This design comes from an exercise in tuning for small area and a short achievable clock period on the open sky130 flow, not from production work.
The RTL of this run was laid out without a check of its function.

==> design.v <==
module iir(
    input clk,
    input rst_n,
    input [31:0] x,
    output reg [31:0] y
    );
reg [31:0] x1, p;
wire s1 = 1'b1 ^ ~y[0] ^ p[2];
wire c2 = (1'b1 & ~y[0]) | (1'b1 & p[2]) | (~y[0] & p[2]);
wire s3 = s1 ^ x[0] ^ x[1];
wire c4 = (s1 & x[0]) | (s1 & x[1]) | (x[0] & x[1]);
wire s5 = ~y[1] ^ p[3] ^ c2;
wire c6 = (~y[1] & p[3]) | (~y[1] & c2) | (p[3] & c2);
wire s7 = s5 ^ x[1] ^ x[2];
wire c8 = (s5 & x[1]) | (s5 & x[2]) | (x[1] & x[2]);
wire s9 = ~y[2] ^ p[4] ^ c6;
wire c10 = (~y[2] & p[4]) | (~y[2] & c6) | (p[4] & c6);
wire s11 = x[2] ^ x[3] ^ s9;
wire c12 = (x[2] & x[3]) | (x[2] & s9) | (x[3] & s9);
wire s13 = ~y[3] ^ p[5] ^ x[3];
wire c14 = (~y[3] & p[5]) | (~y[3] & x[3]) | (p[5] & x[3]);
wire s15 = x[4] ^ c10 ^ s13;
wire c16 = (x[4] & c10) | (x[4] & s13) | (c10 & s13);
wire s17 = ~y[4] ^ p[6] ^ x[4];
wire c18 = (~y[4] & p[6]) | (~y[4] & x[4]) | (p[6] & x[4]);
wire s19 = x[5] ^ c14 ^ s17;
wire c20 = (x[5] & c14) | (x[5] & s17) | (c14 & s17);
wire s21 = ~y[5] ^ p[7] ^ x[5];
wire c22 = (~y[5] & p[7]) | (~y[5] & x[5]) | (p[7] & x[5]);
wire s23 = x[6] ^ c18 ^ s21;
wire c24 = (x[6] & c18) | (x[6] & s21) | (c18 & s21);
wire s25 = ~y[6] ^ p[8] ^ x[6];
wire c26 = (~y[6] & p[8]) | (~y[6] & x[6]) | (p[8] & x[6]);
wire s27 = x[7] ^ c22 ^ s25;
wire c28 = (x[7] & c22) | (x[7] & s25) | (c22 & s25);
wire s29 = ~y[7] ^ p[9] ^ x[7];
wire c30 = (~y[7] & p[9]) | (~y[7] & x[7]) | (p[9] & x[7]);
wire s31 = x[8] ^ c26 ^ s29;
wire c32 = (x[8] & c26) | (x[8] & s29) | (c26 & s29);
wire s33 = ~y[8] ^ p[10] ^ x[8];
wire c34 = (~y[8] & p[10]) | (~y[8] & x[8]) | (p[10] & x[8]);
wire s35 = x[9] ^ c30 ^ s33;
wire c36 = (x[9] & c30) | (x[9] & s33) | (c30 & s33);
wire s37 = ~y[9] ^ p[11] ^ x[9];
wire c38 = (~y[9] & p[11]) | (~y[9] & x[9]) | (p[11] & x[9]);
wire s39 = x[10] ^ c34 ^ s37;
wire c40 = (x[10] & c34) | (x[10] & s37) | (c34 & s37);
wire s41 = ~y[10] ^ p[12] ^ x[10];
wire c42 = (~y[10] & p[12]) | (~y[10] & x[10]) | (p[12] & x[10]);
wire s43 = x[11] ^ c38 ^ s41;
wire c44 = (x[11] & c38) | (x[11] & s41) | (c38 & s41);
wire s45 = ~y[11] ^ p[13] ^ x[11];
wire c46 = (~y[11] & p[13]) | (~y[11] & x[11]) | (p[13] & x[11]);
wire s47 = x[12] ^ c42 ^ s45;
wire c48 = (x[12] & c42) | (x[12] & s45) | (c42 & s45);
wire s49 = ~y[12] ^ p[14] ^ x[12];
wire c50 = (~y[12] & p[14]) | (~y[12] & x[12]) | (p[14] & x[12]);
wire s51 = x[13] ^ c46 ^ s49;
wire c52 = (x[13] & c46) | (x[13] & s49) | (c46 & s49);
wire s53 = ~y[13] ^ p[15] ^ x[13];
wire c54 = (~y[13] & p[15]) | (~y[13] & x[13]) | (p[15] & x[13]);
wire s55 = x[14] ^ c50 ^ s53;
wire c56 = (x[14] & c50) | (x[14] & s53) | (c50 & s53);
wire s57 = ~y[14] ^ p[16] ^ x[14];
wire c58 = (~y[14] & p[16]) | (~y[14] & x[14]) | (p[16] & x[14]);
wire s59 = x[15] ^ c54 ^ s57;
wire c60 = (x[15] & c54) | (x[15] & s57) | (c54 & s57);
wire s61 = ~y[15] ^ p[17] ^ x[15];
wire c62 = (~y[15] & p[17]) | (~y[15] & x[15]) | (p[17] & x[15]);
wire s63 = x[16] ^ c58 ^ s61;
wire c64 = (x[16] & c58) | (x[16] & s61) | (c58 & s61);
wire s65 = ~y[16] ^ p[18] ^ x[16];
wire c66 = (~y[16] & p[18]) | (~y[16] & x[16]) | (p[18] & x[16]);
wire s67 = x[17] ^ c62 ^ s65;
wire c68 = (x[17] & c62) | (x[17] & s65) | (c62 & s65);
wire s69 = ~y[17] ^ p[19] ^ x[17];
wire c70 = (~y[17] & p[19]) | (~y[17] & x[17]) | (p[19] & x[17]);
wire s71 = x[18] ^ c66 ^ s69;
wire c72 = (x[18] & c66) | (x[18] & s69) | (c66 & s69);
wire s73 = ~y[18] ^ p[20] ^ x[18];
wire c74 = (~y[18] & p[20]) | (~y[18] & x[18]) | (p[20] & x[18]);
wire s75 = x[19] ^ c70 ^ s73;
wire c76 = (x[19] & c70) | (x[19] & s73) | (c70 & s73);
wire s77 = ~y[19] ^ p[21] ^ x[19];
wire c78 = (~y[19] & p[21]) | (~y[19] & x[19]) | (p[21] & x[19]);
wire s79 = x[20] ^ c74 ^ s77;
wire c80 = (x[20] & c74) | (x[20] & s77) | (c74 & s77);
wire s81 = ~y[20] ^ p[22] ^ x[20];
wire c82 = (~y[20] & p[22]) | (~y[20] & x[20]) | (p[22] & x[20]);
wire s83 = x[21] ^ c78 ^ s81;
wire c84 = (x[21] & c78) | (x[21] & s81) | (c78 & s81);
wire s85 = ~y[21] ^ p[23] ^ x[21];
wire c86 = (~y[21] & p[23]) | (~y[21] & x[21]) | (p[23] & x[21]);
wire s87 = x[22] ^ c82 ^ s85;
wire c88 = (x[22] & c82) | (x[22] & s85) | (c82 & s85);
wire s89 = ~y[22] ^ p[24] ^ x[22];
wire c90 = (~y[22] & p[24]) | (~y[22] & x[22]) | (p[24] & x[22]);
wire s91 = x[23] ^ c86 ^ s89;
wire c92 = (x[23] & c86) | (x[23] & s89) | (c86 & s89);
wire s93 = ~y[23] ^ p[25] ^ x[23];
wire c94 = (~y[23] & p[25]) | (~y[23] & x[23]) | (p[25] & x[23]);
wire s95 = x[24] ^ c90 ^ s93;
wire c96 = (x[24] & c90) | (x[24] & s93) | (c90 & s93);
wire s97 = ~y[24] ^ p[26] ^ x[24];
wire c98 = (~y[24] & p[26]) | (~y[24] & x[24]) | (p[26] & x[24]);
wire s99 = x[25] ^ c94 ^ s97;
wire c100 = (x[25] & c94) | (x[25] & s97) | (c94 & s97);
wire s101 = ~y[25] ^ p[27] ^ x[25];
wire c102 = (~y[25] & p[27]) | (~y[25] & x[25]) | (p[27] & x[25]);
wire s103 = x[26] ^ c98 ^ s101;
wire c104 = (x[26] & c98) | (x[26] & s101) | (c98 & s101);
wire s105 = ~y[26] ^ p[28] ^ x[26];
wire c106 = (~y[26] & p[28]) | (~y[26] & x[26]) | (p[28] & x[26]);
wire s107 = x[27] ^ c102 ^ s105;
wire c108 = (x[27] & c102) | (x[27] & s105) | (c102 & s105);
wire s109 = ~y[27] ^ p[29] ^ x[27];
wire c110 = (~y[27] & p[29]) | (~y[27] & x[27]) | (p[29] & x[27]);
wire s111 = x[28] ^ c106 ^ s109;
wire c112 = (x[28] & c106) | (x[28] & s109) | (c106 & s109);
wire s113 = ~y[28] ^ p[30] ^ x[28];
wire c114 = (~y[28] & p[30]) | (~y[28] & x[28]) | (p[30] & x[28]);
wire s115 = x[29] ^ c110 ^ s113;
wire c116 = (x[29] & c110) | (x[29] & s113) | (c110 & s113);
wire s117 = ~y[29] ^ p[31] ^ x[29];
wire c118 = (~y[29] & p[31]) | (~y[29] & x[29]) | (p[31] & x[29]);
wire s119 = x[30] ^ c114 ^ s117;
wire c120 = (x[30] & c114) | (x[30] & s117) | (c114 & s117);
wire g121 = p[0] & 1'b0;
wire g122 = p[1] & x[0];
wire g123 = s3 & 1'b0;
wire g124 = c4 & s7;
wire g125 = c8 & s11;
wire g126 = c12 & s15;
wire g127 = c16 & s19;
wire g128 = c20 & s23;
wire g129 = c24 & s27;
wire g130 = c28 & s31;
wire g131 = c32 & s35;
wire g132 = c36 & s39;
wire g133 = c40 & s43;
wire g134 = c44 & s47;
wire g135 = c48 & s51;
wire g136 = c52 & s55;
wire g137 = c56 & s59;
wire g138 = c60 & s63;
wire g139 = c64 & s67;
wire g140 = c68 & s71;
wire g141 = c72 & s75;
wire g142 = c76 & s79;
wire g143 = c80 & s83;
wire g144 = c84 & s87;
wire g145 = c88 & s91;
wire g146 = c92 & s95;
wire g147 = c96 & s99;
wire g148 = c100 & s103;
wire g149 = c104 & s107;
wire g150 = c108 & s111;
wire g151 = c112 & s115;
wire g152 = c116 & s119;
wire p153 = p[0] ^ 1'b0;
wire p154 = p[1] ^ x[0];
wire p155 = s3 ^ 1'b0;
wire p156 = c4 ^ s7;
wire p157 = c8 ^ s11;
wire p158 = c12 ^ s15;
wire p159 = c16 ^ s19;
wire p160 = c20 ^ s23;
wire p161 = c24 ^ s27;
wire p162 = c28 ^ s31;
wire p163 = c32 ^ s35;
wire p164 = c36 ^ s39;
wire p165 = c40 ^ s43;
wire p166 = c44 ^ s47;
wire p167 = c48 ^ s51;
wire p168 = c52 ^ s55;
wire p169 = c56 ^ s59;
wire p170 = c60 ^ s63;
wire p171 = c64 ^ s67;
wire p172 = c68 ^ s71;
wire p173 = c72 ^ s75;
wire p174 = c76 ^ s79;
wire p175 = c80 ^ s83;
wire p176 = c84 ^ s87;
wire p177 = c88 ^ s91;
wire p178 = c92 ^ s95;
wire p179 = c96 ^ s99;
wire p180 = c100 ^ s103;
wire p181 = c104 ^ s107;
wire p182 = c108 ^ s111;
wire p183 = c112 ^ s115;
wire p184 = c116 ^ s119;
wire G185 = g122 | (p154 & g121);
wire G186 = g123 | (p155 & g122);
wire P187 = p155 & p154;
wire G188 = g124 | (p156 & g123);
wire P189 = p156 & p155;
wire G190 = g125 | (p157 & g124);
wire P191 = p157 & p156;
wire G192 = g126 | (p158 & g125);
wire P193 = p158 & p157;
wire G194 = g127 | (p159 & g126);
wire P195 = p159 & p158;
wire G196 = g128 | (p160 & g127);
wire P197 = p160 & p159;
wire G198 = g129 | (p161 & g128);
wire P199 = p161 & p160;
wire G200 = g130 | (p162 & g129);
wire P201 = p162 & p161;
wire G202 = g131 | (p163 & g130);
wire P203 = p163 & p162;
wire G204 = g132 | (p164 & g131);
wire P205 = p164 & p163;
wire G206 = g133 | (p165 & g132);
wire P207 = p165 & p164;
wire G208 = g134 | (p166 & g133);
wire P209 = p166 & p165;
wire G210 = g135 | (p167 & g134);
wire P211 = p167 & p166;
wire G212 = g136 | (p168 & g135);
wire P213 = p168 & p167;
wire G214 = g137 | (p169 & g136);
wire P215 = p169 & p168;
wire G216 = g138 | (p170 & g137);
wire P217 = p170 & p169;
wire G218 = g139 | (p171 & g138);
wire P219 = p171 & p170;
wire G220 = g140 | (p172 & g139);
wire P221 = p172 & p171;
wire G222 = g141 | (p173 & g140);
wire P223 = p173 & p172;
wire G224 = g142 | (p174 & g141);
wire P225 = p174 & p173;
wire G226 = g143 | (p175 & g142);
wire P227 = p175 & p174;
wire G228 = g144 | (p176 & g143);
wire P229 = p176 & p175;
wire G230 = g145 | (p177 & g144);
wire P231 = p177 & p176;
wire G232 = g146 | (p178 & g145);
wire P233 = p178 & p177;
wire G234 = g147 | (p179 & g146);
wire P235 = p179 & p178;
wire G236 = g148 | (p180 & g147);
wire P237 = p180 & p179;
wire G238 = g149 | (p181 & g148);
wire P239 = p181 & p180;
wire G240 = g150 | (p182 & g149);
wire P241 = p182 & p181;
wire G242 = g151 | (p183 & g150);
wire P243 = p183 & p182;
wire G244 = G186 | (P187 & g121);
wire G245 = G188 | (P189 & G185);
wire G246 = G190 | (P191 & G186);
wire P247 = P191 & P187;
wire G248 = G192 | (P193 & G188);
wire P249 = P193 & P189;
wire G250 = G194 | (P195 & G190);
wire P251 = P195 & P191;
wire G252 = G196 | (P197 & G192);
wire P253 = P197 & P193;
wire G254 = G198 | (P199 & G194);
wire P255 = P199 & P195;
wire G256 = G200 | (P201 & G196);
wire P257 = P201 & P197;
wire G258 = G202 | (P203 & G198);
wire P259 = P203 & P199;
wire G260 = G204 | (P205 & G200);
wire P261 = P205 & P201;
wire G262 = G206 | (P207 & G202);
wire P263 = P207 & P203;
wire G264 = G208 | (P209 & G204);
wire P265 = P209 & P205;
wire G266 = G210 | (P211 & G206);
wire P267 = P211 & P207;
wire G268 = G212 | (P213 & G208);
wire P269 = P213 & P209;
wire G270 = G214 | (P215 & G210);
wire P271 = P215 & P211;
wire G272 = G216 | (P217 & G212);
wire P273 = P217 & P213;
wire G274 = G218 | (P219 & G214);
wire P275 = P219 & P215;
wire G276 = G220 | (P221 & G216);
wire P277 = P221 & P217;
wire G278 = G222 | (P223 & G218);
wire P279 = P223 & P219;
wire G280 = G224 | (P225 & G220);
wire P281 = P225 & P221;
wire G282 = G226 | (P227 & G222);
wire P283 = P227 & P223;
wire G284 = G228 | (P229 & G224);
wire P285 = P229 & P225;
wire G286 = G230 | (P231 & G226);
wire P287 = P231 & P227;
wire G288 = G232 | (P233 & G228);
wire P289 = P233 & P229;
wire G290 = G234 | (P235 & G230);
wire P291 = P235 & P231;
wire G292 = G236 | (P237 & G232);
wire P293 = P237 & P233;
wire G294 = G238 | (P239 & G234);
wire P295 = P239 & P235;
wire G296 = G240 | (P241 & G236);
wire P297 = P241 & P237;
wire G298 = G242 | (P243 & G238);
wire P299 = P243 & P239;
wire G300 = G246 | (P247 & g121);
wire G301 = G248 | (P249 & G185);
wire G302 = G250 | (P251 & G244);
wire G303 = G252 | (P253 & G245);
wire G304 = G254 | (P255 & G246);
wire P305 = P255 & P247;
wire G306 = G256 | (P257 & G248);
wire P307 = P257 & P249;
wire G308 = G258 | (P259 & G250);
wire P309 = P259 & P251;
wire G310 = G260 | (P261 & G252);
wire P311 = P261 & P253;
wire G312 = G262 | (P263 & G254);
wire P313 = P263 & P255;
wire G314 = G264 | (P265 & G256);
wire P315 = P265 & P257;
wire G316 = G266 | (P267 & G258);
wire P317 = P267 & P259;
wire G318 = G268 | (P269 & G260);
wire P319 = P269 & P261;
wire G320 = G270 | (P271 & G262);
wire P321 = P271 & P263;
wire G322 = G272 | (P273 & G264);
wire P323 = P273 & P265;
wire G324 = G274 | (P275 & G266);
wire P325 = P275 & P267;
wire G326 = G276 | (P277 & G268);
wire P327 = P277 & P269;
wire G328 = G278 | (P279 & G270);
wire P329 = P279 & P271;
wire G330 = G280 | (P281 & G272);
wire P331 = P281 & P273;
wire G332 = G282 | (P283 & G274);
wire P333 = P283 & P275;
wire G334 = G284 | (P285 & G276);
wire P335 = P285 & P277;
wire G336 = G286 | (P287 & G278);
wire P337 = P287 & P279;
wire G338 = G288 | (P289 & G280);
wire P339 = P289 & P281;
wire G340 = G290 | (P291 & G282);
wire P341 = P291 & P283;
wire G342 = G292 | (P293 & G284);
wire P343 = P293 & P285;
wire G344 = G294 | (P295 & G286);
wire P345 = P295 & P287;
wire G346 = G296 | (P297 & G288);
wire P347 = P297 & P289;
wire G348 = G298 | (P299 & G290);
wire P349 = P299 & P291;
wire G350 = G304 | (P305 & g121);
wire G351 = G306 | (P307 & G185);
wire G352 = G308 | (P309 & G244);
wire G353 = G310 | (P311 & G245);
wire G354 = G312 | (P313 & G300);
wire G355 = G314 | (P315 & G301);
wire G356 = G316 | (P317 & G302);
wire G357 = G318 | (P319 & G303);
wire G358 = G320 | (P321 & G304);
wire P359 = P321 & P305;
wire G360 = G322 | (P323 & G306);
wire P361 = P323 & P307;
wire G362 = G324 | (P325 & G308);
wire P363 = P325 & P309;
wire G364 = G326 | (P327 & G310);
wire P365 = P327 & P311;
wire G366 = G328 | (P329 & G312);
wire P367 = P329 & P313;
wire G368 = G330 | (P331 & G314);
wire P369 = P331 & P315;
wire G370 = G332 | (P333 & G316);
wire P371 = P333 & P317;
wire G372 = G334 | (P335 & G318);
wire P373 = P335 & P319;
wire G374 = G336 | (P337 & G320);
wire P375 = P337 & P321;
wire G376 = G338 | (P339 & G322);
wire P377 = P339 & P323;
wire G378 = G340 | (P341 & G324);
wire P379 = P341 & P325;
wire G380 = G342 | (P343 & G326);
wire P381 = P343 & P327;
wire G382 = G344 | (P345 & G328);
wire P383 = P345 & P329;
wire G384 = G346 | (P347 & G330);
wire P385 = P347 & P331;
wire G386 = G348 | (P349 & G332);
wire P387 = P349 & P333;
wire G388 = G358 | (P359 & g121);
wire G389 = G360 | (P361 & G185);
wire G390 = G362 | (P363 & G244);
wire G391 = G364 | (P365 & G245);
wire G392 = G366 | (P367 & G300);
wire G393 = G368 | (P369 & G301);
wire G394 = G370 | (P371 & G302);
wire G395 = G372 | (P373 & G303);
wire G396 = G374 | (P375 & G350);
wire G397 = G376 | (P377 & G351);
wire G398 = G378 | (P379 & G352);
wire G399 = G380 | (P381 & G353);
wire G400 = G382 | (P383 & G354);
wire G401 = G384 | (P385 & G355);
wire G402 = G386 | (P387 & G356);
wire sum403 = p153 ^ 1'b0;
wire sum404 = p154 ^ g121;
wire sum405 = p155 ^ G185;
wire sum406 = p156 ^ G244;
wire sum407 = p157 ^ G245;
wire sum408 = p158 ^ G300;
wire sum409 = p159 ^ G301;
wire sum410 = p160 ^ G302;
wire sum411 = p161 ^ G303;
wire sum412 = p162 ^ G350;
wire sum413 = p163 ^ G351;
wire sum414 = p164 ^ G352;
wire sum415 = p165 ^ G353;
wire sum416 = p166 ^ G354;
wire sum417 = p167 ^ G355;
wire sum418 = p168 ^ G356;
wire sum419 = p169 ^ G357;
wire sum420 = p170 ^ G388;
wire sum421 = p171 ^ G389;
wire sum422 = p172 ^ G390;
wire sum423 = p173 ^ G391;
wire sum424 = p174 ^ G392;
wire sum425 = p175 ^ G393;
wire sum426 = p176 ^ G394;
wire sum427 = p177 ^ G395;
wire sum428 = p178 ^ G396;
wire sum429 = p179 ^ G397;
wire sum430 = p180 ^ G398;
wire sum431 = p181 ^ G399;
wire sum432 = p182 ^ G400;
wire sum433 = p183 ^ G401;
wire sum434 = p184 ^ G402;
wire s435 = 1'b1 ^ ~y[0] ^ x[0];
wire c436 = (1'b1 & ~y[0]) | (1'b1 & x[0]) | (~y[0] & x[0]);
wire s437 = 1'b1 ^ x1[0] ^ ~y[0];
wire c438 = (1'b1 & x1[0]) | (1'b1 & ~y[0]) | (x1[0] & ~y[0]);
wire s439 = ~y[1] ^ s437 ^ x[1];
wire c440 = (~y[1] & s437) | (~y[1] & x[1]) | (s437 & x[1]);
wire s441 = x1[1] ^ ~y[1] ^ ~y[2];
wire c442 = (x1[1] & ~y[1]) | (x1[1] & ~y[2]) | (~y[1] & ~y[2]);
wire s443 = c438 ^ s441 ^ x[2];
wire c444 = (c438 & s441) | (c438 & x[2]) | (s441 & x[2]);
wire s445 = x1[2] ^ ~y[2] ^ ~y[3];
wire c446 = (x1[2] & ~y[2]) | (x1[2] & ~y[3]) | (~y[2] & ~y[3]);
wire s447 = c442 ^ s445 ^ x[3];
wire c448 = (c442 & s445) | (c442 & x[3]) | (s445 & x[3]);
wire s449 = x1[3] ^ ~y[3] ^ ~y[4];
wire c450 = (x1[3] & ~y[3]) | (x1[3] & ~y[4]) | (~y[3] & ~y[4]);
wire s451 = c446 ^ s449 ^ x[4];
wire c452 = (c446 & s449) | (c446 & x[4]) | (s449 & x[4]);
wire s453 = x1[4] ^ ~y[4] ^ ~y[5];
wire c454 = (x1[4] & ~y[4]) | (x1[4] & ~y[5]) | (~y[4] & ~y[5]);
wire s455 = c450 ^ s453 ^ x[5];
wire c456 = (c450 & s453) | (c450 & x[5]) | (s453 & x[5]);
wire s457 = x1[5] ^ ~y[5] ^ ~y[6];
wire c458 = (x1[5] & ~y[5]) | (x1[5] & ~y[6]) | (~y[5] & ~y[6]);
wire s459 = c454 ^ s457 ^ x[6];
wire c460 = (c454 & s457) | (c454 & x[6]) | (s457 & x[6]);
wire s461 = x1[6] ^ ~y[6] ^ ~y[7];
wire c462 = (x1[6] & ~y[6]) | (x1[6] & ~y[7]) | (~y[6] & ~y[7]);
wire s463 = c458 ^ s461 ^ x[7];
wire c464 = (c458 & s461) | (c458 & x[7]) | (s461 & x[7]);
wire s465 = x1[7] ^ ~y[7] ^ ~y[8];
wire c466 = (x1[7] & ~y[7]) | (x1[7] & ~y[8]) | (~y[7] & ~y[8]);
wire s467 = c462 ^ s465 ^ x[8];
wire c468 = (c462 & s465) | (c462 & x[8]) | (s465 & x[8]);
wire s469 = x1[8] ^ ~y[8] ^ ~y[9];
wire c470 = (x1[8] & ~y[8]) | (x1[8] & ~y[9]) | (~y[8] & ~y[9]);
wire s471 = c466 ^ s469 ^ x[9];
wire c472 = (c466 & s469) | (c466 & x[9]) | (s469 & x[9]);
wire s473 = x1[9] ^ ~y[9] ^ ~y[10];
wire c474 = (x1[9] & ~y[9]) | (x1[9] & ~y[10]) | (~y[9] & ~y[10]);
wire s475 = c470 ^ s473 ^ x[10];
wire c476 = (c470 & s473) | (c470 & x[10]) | (s473 & x[10]);
wire s477 = x1[10] ^ ~y[10] ^ ~y[11];
wire c478 = (x1[10] & ~y[10]) | (x1[10] & ~y[11]) | (~y[10] & ~y[11]);
wire s479 = c474 ^ s477 ^ x[11];
wire c480 = (c474 & s477) | (c474 & x[11]) | (s477 & x[11]);
wire s481 = x1[11] ^ ~y[11] ^ ~y[12];
wire c482 = (x1[11] & ~y[11]) | (x1[11] & ~y[12]) | (~y[11] & ~y[12]);
wire s483 = c478 ^ s481 ^ x[12];
wire c484 = (c478 & s481) | (c478 & x[12]) | (s481 & x[12]);
wire s485 = x1[12] ^ ~y[12] ^ ~y[13];
wire c486 = (x1[12] & ~y[12]) | (x1[12] & ~y[13]) | (~y[12] & ~y[13]);
wire s487 = c482 ^ s485 ^ x[13];
wire c488 = (c482 & s485) | (c482 & x[13]) | (s485 & x[13]);
wire s489 = x1[13] ^ ~y[13] ^ ~y[14];
wire c490 = (x1[13] & ~y[13]) | (x1[13] & ~y[14]) | (~y[13] & ~y[14]);
wire s491 = c486 ^ s489 ^ x[14];
wire c492 = (c486 & s489) | (c486 & x[14]) | (s489 & x[14]);
wire s493 = x1[14] ^ ~y[14] ^ ~y[15];
wire c494 = (x1[14] & ~y[14]) | (x1[14] & ~y[15]) | (~y[14] & ~y[15]);
wire s495 = c490 ^ s493 ^ x[15];
wire c496 = (c490 & s493) | (c490 & x[15]) | (s493 & x[15]);
wire s497 = x1[15] ^ ~y[15] ^ ~y[16];
wire c498 = (x1[15] & ~y[15]) | (x1[15] & ~y[16]) | (~y[15] & ~y[16]);
wire s499 = c494 ^ s497 ^ x[16];
wire c500 = (c494 & s497) | (c494 & x[16]) | (s497 & x[16]);
wire s501 = x1[16] ^ ~y[16] ^ ~y[17];
wire c502 = (x1[16] & ~y[16]) | (x1[16] & ~y[17]) | (~y[16] & ~y[17]);
wire s503 = c498 ^ s501 ^ x[17];
wire c504 = (c498 & s501) | (c498 & x[17]) | (s501 & x[17]);
wire s505 = x1[17] ^ ~y[17] ^ ~y[18];
wire c506 = (x1[17] & ~y[17]) | (x1[17] & ~y[18]) | (~y[17] & ~y[18]);
wire s507 = c502 ^ s505 ^ x[18];
wire c508 = (c502 & s505) | (c502 & x[18]) | (s505 & x[18]);
wire s509 = x1[18] ^ ~y[18] ^ ~y[19];
wire c510 = (x1[18] & ~y[18]) | (x1[18] & ~y[19]) | (~y[18] & ~y[19]);
wire s511 = c506 ^ s509 ^ x[19];
wire c512 = (c506 & s509) | (c506 & x[19]) | (s509 & x[19]);
wire s513 = x1[19] ^ ~y[19] ^ ~y[20];
wire c514 = (x1[19] & ~y[19]) | (x1[19] & ~y[20]) | (~y[19] & ~y[20]);
wire s515 = c510 ^ s513 ^ x[20];
wire c516 = (c510 & s513) | (c510 & x[20]) | (s513 & x[20]);
wire s517 = x1[20] ^ ~y[20] ^ ~y[21];
wire c518 = (x1[20] & ~y[20]) | (x1[20] & ~y[21]) | (~y[20] & ~y[21]);
wire s519 = c514 ^ s517 ^ x[21];
wire c520 = (c514 & s517) | (c514 & x[21]) | (s517 & x[21]);
wire s521 = x1[21] ^ ~y[21] ^ ~y[22];
wire c522 = (x1[21] & ~y[21]) | (x1[21] & ~y[22]) | (~y[21] & ~y[22]);
wire s523 = c518 ^ s521 ^ x[22];
wire c524 = (c518 & s521) | (c518 & x[22]) | (s521 & x[22]);
wire s525 = x1[22] ^ ~y[22] ^ ~y[23];
wire c526 = (x1[22] & ~y[22]) | (x1[22] & ~y[23]) | (~y[22] & ~y[23]);
wire s527 = c522 ^ s525 ^ x[23];
wire c528 = (c522 & s525) | (c522 & x[23]) | (s525 & x[23]);
wire s529 = x1[23] ^ ~y[23] ^ ~y[24];
wire c530 = (x1[23] & ~y[23]) | (x1[23] & ~y[24]) | (~y[23] & ~y[24]);
wire s531 = c526 ^ s529 ^ x[24];
wire c532 = (c526 & s529) | (c526 & x[24]) | (s529 & x[24]);
wire s533 = x1[24] ^ ~y[24] ^ ~y[25];
wire c534 = (x1[24] & ~y[24]) | (x1[24] & ~y[25]) | (~y[24] & ~y[25]);
wire s535 = c530 ^ s533 ^ x[25];
wire c536 = (c530 & s533) | (c530 & x[25]) | (s533 & x[25]);
wire s537 = x1[25] ^ ~y[25] ^ ~y[26];
wire c538 = (x1[25] & ~y[25]) | (x1[25] & ~y[26]) | (~y[25] & ~y[26]);
wire s539 = c534 ^ s537 ^ x[26];
wire c540 = (c534 & s537) | (c534 & x[26]) | (s537 & x[26]);
wire s541 = x1[26] ^ ~y[26] ^ ~y[27];
wire c542 = (x1[26] & ~y[26]) | (x1[26] & ~y[27]) | (~y[26] & ~y[27]);
wire s543 = c538 ^ s541 ^ x[27];
wire c544 = (c538 & s541) | (c538 & x[27]) | (s541 & x[27]);
wire s545 = x1[27] ^ ~y[27] ^ ~y[28];
wire c546 = (x1[27] & ~y[27]) | (x1[27] & ~y[28]) | (~y[27] & ~y[28]);
wire s547 = c542 ^ s545 ^ x[28];
wire c548 = (c542 & s545) | (c542 & x[28]) | (s545 & x[28]);
wire s549 = x1[28] ^ ~y[28] ^ ~y[29];
wire c550 = (x1[28] & ~y[28]) | (x1[28] & ~y[29]) | (~y[28] & ~y[29]);
wire s551 = c546 ^ s549 ^ x[29];
wire c552 = (c546 & s549) | (c546 & x[29]) | (s549 & x[29]);
wire s553 = x1[29] ^ ~y[29] ^ ~y[30];
wire c554 = (x1[29] & ~y[29]) | (x1[29] & ~y[30]) | (~y[29] & ~y[30]);
wire s555 = c550 ^ s553 ^ x[30];
wire c556 = (c550 & s553) | (c550 & x[30]) | (s553 & x[30]);
wire s557 = x1[30] ^ ~y[30] ^ ~y[31];
wire c558 = (x1[30] & ~y[30]) | (x1[30] & ~y[31]) | (~y[30] & ~y[31]);
wire s559 = c554 ^ s557 ^ x[31];
wire c560 = (c554 & s557) | (c554 & x[31]) | (s557 & x[31]);
wire g561 = s435 & 1'b0;
wire g562 = c436 & s439;
wire g563 = c440 & s443;
wire g564 = c444 & s447;
wire g565 = c448 & s451;
wire g566 = c452 & s455;
wire g567 = c456 & s459;
wire g568 = c460 & s463;
wire g569 = c464 & s467;
wire g570 = c468 & s471;
wire g571 = c472 & s475;
wire g572 = c476 & s479;
wire g573 = c480 & s483;
wire g574 = c484 & s487;
wire g575 = c488 & s491;
wire g576 = c492 & s495;
wire g577 = c496 & s499;
wire g578 = c500 & s503;
wire g579 = c504 & s507;
wire g580 = c508 & s511;
wire g581 = c512 & s515;
wire g582 = c516 & s519;
wire g583 = c520 & s523;
wire g584 = c524 & s527;
wire g585 = c528 & s531;
wire g586 = c532 & s535;
wire g587 = c536 & s539;
wire g588 = c540 & s543;
wire g589 = c544 & s547;
wire g590 = c548 & s551;
wire g591 = c552 & s555;
wire g592 = c556 & s559;
wire p593 = s435 ^ 1'b0;
wire p594 = c436 ^ s439;
wire p595 = c440 ^ s443;
wire p596 = c444 ^ s447;
wire p597 = c448 ^ s451;
wire p598 = c452 ^ s455;
wire p599 = c456 ^ s459;
wire p600 = c460 ^ s463;
wire p601 = c464 ^ s467;
wire p602 = c468 ^ s471;
wire p603 = c472 ^ s475;
wire p604 = c476 ^ s479;
wire p605 = c480 ^ s483;
wire p606 = c484 ^ s487;
wire p607 = c488 ^ s491;
wire p608 = c492 ^ s495;
wire p609 = c496 ^ s499;
wire p610 = c500 ^ s503;
wire p611 = c504 ^ s507;
wire p612 = c508 ^ s511;
wire p613 = c512 ^ s515;
wire p614 = c516 ^ s519;
wire p615 = c520 ^ s523;
wire p616 = c524 ^ s527;
wire p617 = c528 ^ s531;
wire p618 = c532 ^ s535;
wire p619 = c536 ^ s539;
wire p620 = c540 ^ s543;
wire p621 = c544 ^ s547;
wire p622 = c548 ^ s551;
wire p623 = c552 ^ s555;
wire p624 = c556 ^ s559;
wire G625 = g562 | (p594 & g561);
wire G626 = g563 | (p595 & g562);
wire P627 = p595 & p594;
wire G628 = g564 | (p596 & g563);
wire P629 = p596 & p595;
wire G630 = g565 | (p597 & g564);
wire P631 = p597 & p596;
wire G632 = g566 | (p598 & g565);
wire P633 = p598 & p597;
wire G634 = g567 | (p599 & g566);
wire P635 = p599 & p598;
wire G636 = g568 | (p600 & g567);
wire P637 = p600 & p599;
wire G638 = g569 | (p601 & g568);
wire P639 = p601 & p600;
wire G640 = g570 | (p602 & g569);
wire P641 = p602 & p601;
wire G642 = g571 | (p603 & g570);
wire P643 = p603 & p602;
wire G644 = g572 | (p604 & g571);
wire P645 = p604 & p603;
wire G646 = g573 | (p605 & g572);
wire P647 = p605 & p604;
wire G648 = g574 | (p606 & g573);
wire P649 = p606 & p605;
wire G650 = g575 | (p607 & g574);
wire P651 = p607 & p606;
wire G652 = g576 | (p608 & g575);
wire P653 = p608 & p607;
wire G654 = g577 | (p609 & g576);
wire P655 = p609 & p608;
wire G656 = g578 | (p610 & g577);
wire P657 = p610 & p609;
wire G658 = g579 | (p611 & g578);
wire P659 = p611 & p610;
wire G660 = g580 | (p612 & g579);
wire P661 = p612 & p611;
wire G662 = g581 | (p613 & g580);
wire P663 = p613 & p612;
wire G664 = g582 | (p614 & g581);
wire P665 = p614 & p613;
wire G666 = g583 | (p615 & g582);
wire P667 = p615 & p614;
wire G668 = g584 | (p616 & g583);
wire P669 = p616 & p615;
wire G670 = g585 | (p617 & g584);
wire P671 = p617 & p616;
wire G672 = g586 | (p618 & g585);
wire P673 = p618 & p617;
wire G674 = g587 | (p619 & g586);
wire P675 = p619 & p618;
wire G676 = g588 | (p620 & g587);
wire P677 = p620 & p619;
wire G678 = g589 | (p621 & g588);
wire P679 = p621 & p620;
wire G680 = g590 | (p622 & g589);
wire P681 = p622 & p621;
wire G682 = g591 | (p623 & g590);
wire P683 = p623 & p622;
wire G684 = G626 | (P627 & g561);
wire G685 = G628 | (P629 & G625);
wire G686 = G630 | (P631 & G626);
wire P687 = P631 & P627;
wire G688 = G632 | (P633 & G628);
wire P689 = P633 & P629;
wire G690 = G634 | (P635 & G630);
wire P691 = P635 & P631;
wire G692 = G636 | (P637 & G632);
wire P693 = P637 & P633;
wire G694 = G638 | (P639 & G634);
wire P695 = P639 & P635;
wire G696 = G640 | (P641 & G636);
wire P697 = P641 & P637;
wire G698 = G642 | (P643 & G638);
wire P699 = P643 & P639;
wire G700 = G644 | (P645 & G640);
wire P701 = P645 & P641;
wire G702 = G646 | (P647 & G642);
wire P703 = P647 & P643;
wire G704 = G648 | (P649 & G644);
wire P705 = P649 & P645;
wire G706 = G650 | (P651 & G646);
wire P707 = P651 & P647;
wire G708 = G652 | (P653 & G648);
wire P709 = P653 & P649;
wire G710 = G654 | (P655 & G650);
wire P711 = P655 & P651;
wire G712 = G656 | (P657 & G652);
wire P713 = P657 & P653;
wire G714 = G658 | (P659 & G654);
wire P715 = P659 & P655;
wire G716 = G660 | (P661 & G656);
wire P717 = P661 & P657;
wire G718 = G662 | (P663 & G658);
wire P719 = P663 & P659;
wire G720 = G664 | (P665 & G660);
wire P721 = P665 & P661;
wire G722 = G666 | (P667 & G662);
wire P723 = P667 & P663;
wire G724 = G668 | (P669 & G664);
wire P725 = P669 & P665;
wire G726 = G670 | (P671 & G666);
wire P727 = P671 & P667;
wire G728 = G672 | (P673 & G668);
wire P729 = P673 & P669;
wire G730 = G674 | (P675 & G670);
wire P731 = P675 & P671;
wire G732 = G676 | (P677 & G672);
wire P733 = P677 & P673;
wire G734 = G678 | (P679 & G674);
wire P735 = P679 & P675;
wire G736 = G680 | (P681 & G676);
wire P737 = P681 & P677;
wire G738 = G682 | (P683 & G678);
wire P739 = P683 & P679;
wire G740 = G686 | (P687 & g561);
wire G741 = G688 | (P689 & G625);
wire G742 = G690 | (P691 & G684);
wire G743 = G692 | (P693 & G685);
wire G744 = G694 | (P695 & G686);
wire P745 = P695 & P687;
wire G746 = G696 | (P697 & G688);
wire P747 = P697 & P689;
wire G748 = G698 | (P699 & G690);
wire P749 = P699 & P691;
wire G750 = G700 | (P701 & G692);
wire P751 = P701 & P693;
wire G752 = G702 | (P703 & G694);
wire P753 = P703 & P695;
wire G754 = G704 | (P705 & G696);
wire P755 = P705 & P697;
wire G756 = G706 | (P707 & G698);
wire P757 = P707 & P699;
wire G758 = G708 | (P709 & G700);
wire P759 = P709 & P701;
wire G760 = G710 | (P711 & G702);
wire P761 = P711 & P703;
wire G762 = G712 | (P713 & G704);
wire P763 = P713 & P705;
wire G764 = G714 | (P715 & G706);
wire P765 = P715 & P707;
wire G766 = G716 | (P717 & G708);
wire P767 = P717 & P709;
wire G768 = G718 | (P719 & G710);
wire P769 = P719 & P711;
wire G770 = G720 | (P721 & G712);
wire P771 = P721 & P713;
wire G772 = G722 | (P723 & G714);
wire P773 = P723 & P715;
wire G774 = G724 | (P725 & G716);
wire P775 = P725 & P717;
wire G776 = G726 | (P727 & G718);
wire P777 = P727 & P719;
wire G778 = G728 | (P729 & G720);
wire P779 = P729 & P721;
wire G780 = G730 | (P731 & G722);
wire P781 = P731 & P723;
wire G782 = G732 | (P733 & G724);
wire P783 = P733 & P725;
wire G784 = G734 | (P735 & G726);
wire P785 = P735 & P727;
wire G786 = G736 | (P737 & G728);
wire P787 = P737 & P729;
wire G788 = G738 | (P739 & G730);
wire P789 = P739 & P731;
wire G790 = G744 | (P745 & g561);
wire G791 = G746 | (P747 & G625);
wire G792 = G748 | (P749 & G684);
wire G793 = G750 | (P751 & G685);
wire G794 = G752 | (P753 & G740);
wire G795 = G754 | (P755 & G741);
wire G796 = G756 | (P757 & G742);
wire G797 = G758 | (P759 & G743);
wire G798 = G760 | (P761 & G744);
wire P799 = P761 & P745;
wire G800 = G762 | (P763 & G746);
wire P801 = P763 & P747;
wire G802 = G764 | (P765 & G748);
wire P803 = P765 & P749;
wire G804 = G766 | (P767 & G750);
wire P805 = P767 & P751;
wire G806 = G768 | (P769 & G752);
wire P807 = P769 & P753;
wire G808 = G770 | (P771 & G754);
wire P809 = P771 & P755;
wire G810 = G772 | (P773 & G756);
wire P811 = P773 & P757;
wire G812 = G774 | (P775 & G758);
wire P813 = P775 & P759;
wire G814 = G776 | (P777 & G760);
wire P815 = P777 & P761;
wire G816 = G778 | (P779 & G762);
wire P817 = P779 & P763;
wire G818 = G780 | (P781 & G764);
wire P819 = P781 & P765;
wire G820 = G782 | (P783 & G766);
wire P821 = P783 & P767;
wire G822 = G784 | (P785 & G768);
wire P823 = P785 & P769;
wire G824 = G786 | (P787 & G770);
wire P825 = P787 & P771;
wire G826 = G788 | (P789 & G772);
wire P827 = P789 & P773;
wire G828 = G798 | (P799 & g561);
wire G829 = G800 | (P801 & G625);
wire G830 = G802 | (P803 & G684);
wire G831 = G804 | (P805 & G685);
wire G832 = G806 | (P807 & G740);
wire G833 = G808 | (P809 & G741);
wire G834 = G810 | (P811 & G742);
wire G835 = G812 | (P813 & G743);
wire G836 = G814 | (P815 & G790);
wire G837 = G816 | (P817 & G791);
wire G838 = G818 | (P819 & G792);
wire G839 = G820 | (P821 & G793);
wire G840 = G822 | (P823 & G794);
wire G841 = G824 | (P825 & G795);
wire G842 = G826 | (P827 & G796);
wire sum843 = p593 ^ 1'b0;
wire sum844 = p594 ^ g561;
wire sum845 = p595 ^ G625;
wire sum846 = p596 ^ G684;
wire sum847 = p597 ^ G685;
wire sum848 = p598 ^ G740;
wire sum849 = p599 ^ G741;
wire sum850 = p600 ^ G742;
wire sum851 = p601 ^ G743;
wire sum852 = p602 ^ G790;
wire sum853 = p603 ^ G791;
wire sum854 = p604 ^ G792;
wire sum855 = p605 ^ G793;
wire sum856 = p606 ^ G794;
wire sum857 = p607 ^ G795;
wire sum858 = p608 ^ G796;
wire sum859 = p609 ^ G797;
wire sum860 = p610 ^ G828;
wire sum861 = p611 ^ G829;
wire sum862 = p612 ^ G830;
wire sum863 = p613 ^ G831;
wire sum864 = p614 ^ G832;
wire sum865 = p615 ^ G833;
wire sum866 = p616 ^ G834;
wire sum867 = p617 ^ G835;
wire sum868 = p618 ^ G836;
wire sum869 = p619 ^ G837;
wire sum870 = p620 ^ G838;
wire sum871 = p621 ^ G839;
wire sum872 = p622 ^ G840;
wire sum873 = p623 ^ G841;
wire sum874 = p624 ^ G842;
wire [31:0] y_next = {sum434, sum433, sum432, sum431, sum430, sum429, sum428, sum427, sum426, sum425, sum424, sum423, sum422, sum421, sum420, sum419, sum418, sum417, sum416, sum415, sum414, sum413, sum412, sum411, sum410, sum409, sum408, sum407, sum406, sum405, sum404, sum403};
wire [31:0] p_next = {sum874, sum873, sum872, sum871, sum870, sum869, sum868, sum867, sum866, sum865, sum864, sum863, sum862, sum861, sum860, sum859, sum858, sum857, sum856, sum855, sum854, sum853, sum852, sum851, sum850, sum849, sum848, sum847, sum846, sum845, sum844, sum843};
always @(posedge clk or negedge rst_n)
begin
    if (!rst_n)
    begin
        x1 <= 32'd0;
        p  <= 32'd0;
        y  <= 32'd0;
    end
    else
    begin
        x1 <= x;
        p  <= p_next;
        y  <= y_next;
    end
end
endmodule
==> run.sh <==
#!/bin/bash
# synth_recipe.tcl (not shown) runs the flow's synth.tcl, then flattens the netlist and writes it again
# the make line also repeats each setting of config.mk as NAME=value (left out here)
make -C /OpenROAD-flow-scripts/flow DESIGN_CONFIG=/design/flow/config.mk WORK_HOME=/design/flow/orfs CLKGATE_MAP_FILE= SYNTH_SCRIPT=/design/flow/synth_recipe.tcl finish
==> config.mk <==
export PLATFORM = sky130hd
export DESIGN_NAME = iir
export DESIGN_NICKNAME = iir
export VERILOG_FILES = /design/flow/design.v
export SDC_FILE = /design/flow/constraint.sdc
export NUM_CORES = 4
export LEC_CHECK = 0
export CAP_MARGIN = 20
export CORE_MARGIN = 2
export CORE_UTILIZATION = 40
export SLEW_MARGIN = 20
==> constraint.sdc <==
create_clock -name core_clock -period 7.5 [get_ports {clk}]
set_input_delay 1.5000 -clock core_clock [delete_from_list [all_inputs] [get_ports {clk}]]
set_output_delay 1.5000 -clock core_clock [all_outputs]
set_load 0.01 [all_outputs]
==> flow_summary.ini <==
[critical_path]
crit_chain = clkdlybuf4s50_1 > inv_1 > fa_1 > inv_1 > fa_1 > ha_1 > a21oi_1 > a21boi_0 > o21ai_0 > nand2_1 > o31ai_1 > a41oi_1 > a21oi_1 > o21ai_0
slowest_delay_ns = 0.61
arrival_ns = 5.37
r2r-end = y[28]$_DFF_PN0_
reg2reg_depth = 16
crit_fanout = 4
cp.required_ns = 7.72
end_kind = flop
crit_path_top_delay_cell = clkdlybuf4s50_1
rrSetupSlack_ns = 3.24
path_buf_inv = 3
crit_family = compound AO/OA/AOI/OAI gates
critPathLaunchType = input port
criticalPathCategory = in -> reg
rr_startpoint = y[0]$_DFF_PN0_

[job]
maxCapViolCount = 0

[yosys]
synth_nets = 1040
async_flop_share_pct = 100.0
ys_warn_count = 1
synth_edf_count = 0
synthFlopType = dfrtp_1
synth-seq-cells = 95
synth_seq_area_share_pct = 27.95
synth_cell_type_count = 53
synth_area_sq_um = 8506
synthCells = 826
synth_area_per_cell_sq_um = 10.30

[cts]
cts_buffers = 9
cts_tree = built
clkTransAtPathRegs_ns = 0.07
cts.htree.levels = 3
clock_path_buffers = 2
cts_setup_buffers = 0
clk_latency_ns = 0.36
clock-sinks = 95
cts_resized = 0
root_buffer = clkbuf_16
cts_hold_buf = 0

[cells_and_area]
stdcell_area_sq_um = 9762
syn_to_final_growth_pct = 14.77
mostFrequentLayoutCells = 171 x inv_1, 117 x fa_1, 95 x dfrtp_1
final_common_cell = inv_1
diodes = 0
final_nets = 1107
drive_gt1_share_pct = 3.341
nFillCells = 2038

[worst_hold_path]
hold_path.class = reg -> reg
min_from = p[0]$_DFF_PN0_
hold_path_end = y[0]$_DFF_PN0_
min_path_cells = 0

[route]
drc = 0
ant_nets = 0
dr.pass1.iters = 4
initialDrtViolationCount = 255
wl_per_cell_microns = 15.90
totalWireLength_mm = 18.65
vias = 5856
viasPerCell = 4.992

[sta]
worstMarginPinSlew_ns = 0.7811
post-route-period-util_pct = 68.67
fin_setup_tns_ns = 0
rsz0062_at_grt = false
relSlewSlack_pct = 47.92
hold_viol_final = 0
clock_skew_ns = 0.01204
clock.fmax_ghz = 0.1942
slew_viol_final = 0
setup_violations = 0
fin_crit_ns = 5.150

[place]
globalplace.congestion = 0.8433
postPlaceCellArea_sq_um = 9463
portBuffers = 65
dpl.hpwl_mm = 15.13

[floorplanning]
die_y_microns = 149.8
die_area_sq_um = 22450
core-area_sq_um = 20960
fp-row-count = 53
boundaryPins = 66
die_x_microns = 149.8
initial_core_util_pct = 40.59

[global_routing]
grt_max_degree = 58
grt-ovfl-total = 0
grt_pass1_wl_mm = 31.93
antenna_found_initial = 0
grtUsageTotal_pct = 18.31
grt_pass1_vias = 6228

[status]
status = finished clean
## worst max-delay path by stage
| stage | from | to | slack (ns) | depth (start not counted) |
|---|---|---|---|---|
| 2_1_floorplan | x[7] | y[30]$_DFF_PN0_ | 2.97 | 13 |
| 3_3_place_gp | x[5] | y[28]$_DFF_PN0_ | 2.00 | 14 |
| 3_5_place_dp | x[5] | y[29]$_DFF_PN0_ | 1.94 | 14 |
| 4_1_cts | x[5] | y[29]$_DFF_PN0_ | 2.33 | 14 |
| 5_1_grt | x[7] | y[30]$_DFF_PN0_ | 2.07 | 14 |
| 6_report | x[7] | y[28]$_DFF_PN0_ | 2.35 | 14 |
## flip-flops by register name, summed over array words and instances, names as in the netlist
name / flops
p: 32
y: 32
x1: 31
## cell families (layout without fill, tap and decap cells)
logic type | count (synthesis) | after routing | synth area share (%)
AOI/OAI and AO/OA | 175 | 175 | 13.15
xor gates and xnor gates | 65 | 65 | 6.693
adders and majority gates | 180 | 180 | 36.81
buffers and inverters | 181 | 253 | 8.047
DFF | 95 | 95 | 27.95
muxes | 2 | 2 | 0.2942
and+or+nand+nor | 128 | 128 | 7.061
## cell usage after synthesis, types with 11 or more instances
cell type  count  area share [%]
inv_1        171             7.5
fa_1         117              28
dfrtp_1       95              28
a21oi_1       66             3.9
ha_1          63             9.3
nand2_1       47             2.1
xnor2_1       46             4.7
o21ai_0       28             1.6
nor2_1        27             1.2
xor2_1        19             2.0
a21o_1        17             1.5
nor3_1        13            0.76
nand4_1       11            0.81
## cell type report
cell class / instances / area, sq um / share of cell area, %
repair buffers: 66 / 655.6 / 6.716
clock buffers: 10 / 239.0 / 2.448
inverters: 171 / 641.9 / 6.575
flip-flops and latches: 95 / 2377 / 24.35
well taps: 275 / 344.1 / 3.525
multi-input cells: 550 / 5444 / 55.77
clock inverters: 6 / 60.06 / 0.6152
## through the flow
step | hold WS (ns) | instances | setup slack (ns) | util, %
floorplan | 0.3312 | 826 | 2.966 | -
global placement | 0.3353 | 1157 | 2.004 | 45.16
detailed placement | 0.3363 | 1157 | 1.938 | 45.16
CTS | 0.3510 | 1173 | 2.326 | 46.58
global route | 0.3707 | 1173 | 2.072 | 46.58
finish | 0.3489 | 1173 | 2.350 | 46.58
## routing by layer
metal | up-vias | share of wire (%) | GRT usage (%)
li1 | 2819 | - | -
met1 | 2910 | 48 | 26.40
met2 | 105 | 47 | 28.86
met3 | 22 | 3.7 | 2.805
met4 | 0 | 1.7 | 5.094
met5 | - | 0 | 0

afterwards: timing with drivers on the ports:
How much do the figures lean on ideal ports? The routed layout below was timed once more, with nothing changed but the port constraints. Step 1, drivers: a clkbuf_16 drives clk and a buf_2 each remaining input, both assumed. Step 2 times the ports against the registers' clock, not the clock port: input delays grow and output delays shrink by t, the midpoint of the rising clock arrivals with the driver on. a / b / c = ideal ports / drivers / drivers and shift; a / b = the first two.
t, ns: 0.398
setup WS [ns]: 2.350 / 2.369 / 1.971
worst setup path at the end: input to register
pins driven straight from the clock port: 1
After both steps this run still meets setup and hold. For this run, drivers alone change the setup slack by +0.019 ns; drivers and shift together by -0.379 ns.
